Background: an optimization exercise with open tools, aiming at small area and a short achievable clock period. Do not read the settings as production practice.
Function was checked by simulation only, so behaviour that the tests miss may differ from the original.
Power figures rest on the tool's default switching activity, not on a simulated workload.

Design MidSort3x3, start of the top module:
module MidSort3x3 #(
    parameter DATA_WIDTH = 8
)(clk,arstn,din00,din01,din02,din10,din11,din12,
    din20,din21,din22,din_valid,dout_data,dout_valid,out0,out1,out2,
    out3,out4,out5,out6,out7,out8);
Size: roughly 1200 cells after synthesis, roughly 220 flip-flops, about 160 I/O pins, roughly 0.010 mm² of cells after synthesis.
export LEC_CHECK = 0
export CAP_MARGIN = 20
export CORE_MARGIN = 2
export CORE_UTILIZATION = 60
export GPL_TIMING_DRIVEN = 0
export SETUP_SLACK_MARGIN = 0.1
export SLEW_MARGIN = 20
create_clock -name core_clock -period 3.0 [get_ports {clk}]
standard.sh (not shown) runs the stock make flow with config.mk's settings and CLKGATE_MAP_FILE= SYNTH_SCRIPT=/design/flow/synth_recipe.tcl, a recipe that flattens the netlist after the stock synthesis.
==> flow/flow/run.sh <==
#!/bin/bash
# Layout: the standard flow (standard.sh) with our own synthesis script
# (flow/my_synth.tcl: Yosys's default ABC mapping, no adder extraction) and
# buf_1 cells as the port buffers. Each ORFS step logs to orfs/logs/; the
# make output goes to standard.log.
set -euo pipefail
HERE=$(pwd)
export MY_NO_FA=1
export MY_ABC='log_cmd abc {*}$lib_args {*}$lib_dont_use_args'
export BUFFER_PORTS_ARGS="-buffer_cell sky130_fd_sc_hd__buf_1"
bash standard.sh SYNTH_SCRIPT=$HERE/flow/my_synth.tcl finish > standard.log 2>&1
==> flow/flow/my_synth.tcl <==
# The standard synthesis (synth_recipe.tcl) with two changes to ORFS's synth.tcl:
# the combinational logic is mapped by Yosys's default ABC script (better area
# than ORFS's) and, if MY_NO_FA is 1, no half/full adder cells are extracted.
# Registers, their names and cell types are as in the standard synthesis.
proc synth {args} { yosys synth -nofsm -noshare {*}$args }
set here [file dirname [file normalize [info script]]]
set f [open $::env(SCRIPTS_DIR)/synth.tcl r]; set src [read $f]; close $f
if {[info exists ::env(MY_NO_FA)] && $::env(MY_NO_FA)} {
  set src [string map {"extract_fa \{*\}\[dont_use_extract_fa_args\]" "# no extract_fa"} $src]
}
set src [string map [list {log_cmd abc {*}$abc_args} $::env(MY_ABC)] $src]
set f [open $here/synth_patched.tcl w]; puts $f $src; close $f
source $here/synth_patched.tcl
# left out here: clear keep_hierarchy, flatten, clean up, hide names made inside functions, write 1_2_yosys.v
Change:
==> flow/flow/run.sh (replaced) <==
#!/bin/bash
# Layout: the standard flow (standard.sh) with our own synthesis script
# (flow/my_synth.tcl: ABC maps with flow/abc_fast.script, a delay-oriented
# mapping with gate sizing (the {D} in it is left empty: no delay target),
# and no adder extraction) and buf_1 cells as the
# port buffers. Each ORFS step logs to orfs/logs/; make's output goes to
# standard.log.
set -euo pipefail
HERE=$(pwd)
export MY_NO_FA=1
export MY_ABC="log_cmd abc -script $HERE/flow/abc_fast.script {*}\$lib_args {*}\$lib_dont_use_args"
export BUFFER_PORTS_ARGS="-buffer_cell sky130_fd_sc_hd__buf_1"
bash standard.sh SYNTH_SCRIPT=$HERE/flow/my_synth.tcl finish > standard.log 2>&1
==> flow/flow/abc_fast.script (new file) <==
strash; dch -f; map {D}; topo; buffer -p; upsize {D}; dnsize {D}; stime -p
--- a/flow/flow/my_synth.tcl
+++ b/flow/flow/my_synth.tcl
@@ -1,4 +1,4 @@
 # The standard synthesis (synth_recipe.tcl) with two changes to ORFS's synth.tcl:
-# the combinational logic is mapped by Yosys's default ABC script (better area
-# than ORFS's) and, if MY_NO_FA is 1, no half/full adder cells are extracted.
+# the combinational logic is mapped by the ABC command in MY_ABC (see run.sh)
+# and, if MY_NO_FA is 1, no half/full adder cells are extracted.
 # Registers, their names and cell types are as in the standard synthesis.
CTS_BUF_LIST = sky130_fd_sc_hd__clkbuf_8   (was unset)
SETUP_SLACK_MARGIN = 0.8   (was 0.1)
Effect: Die area increases by 24%. Clock skew rose by 10 ps. Register-to-register slack is better by 610 ps. Worst setup slack gains 610 ps. Synthesized cell count rose by 52%. Final area grows by 21%. Power is higher by 23%.

-- re-timing with driven ports --
Ports are ideal in the flow. The routed layouts listed here were re-timed in OpenROAD. Step 1 assumes that a clkbuf_16 drives the clock port and a buf_2 every other input. Step 2 adds t to the input delays and takes it off the output delays; t is the mean of the earliest and latest rising clock arrival at the registers after step 1. Input paths then give back, and output paths get back, about the clock's delay inside the block. Three values: ideal, step 1, step 2; two values: the first two.
run	t, ns	setup slack, ns	hold WS [ns]	worst data-port slew with drivers (ns)	pins driven straight from the clock port
the first run	0.549	0.186 / 0.186 / -0.252	0.197 / 0.172 / 0.326	0.03	1
the second run	0.566	0.794 / 0.794 / 0.304	0.191 / 0.164 / 0.323	0.03	1
Met with ideal ports but missed after step 2: setup timing in the first run. For the second run, which loses most, drivers alone change the setup slack by 0.000 ns; drivers and shift together by -0.490 ns.
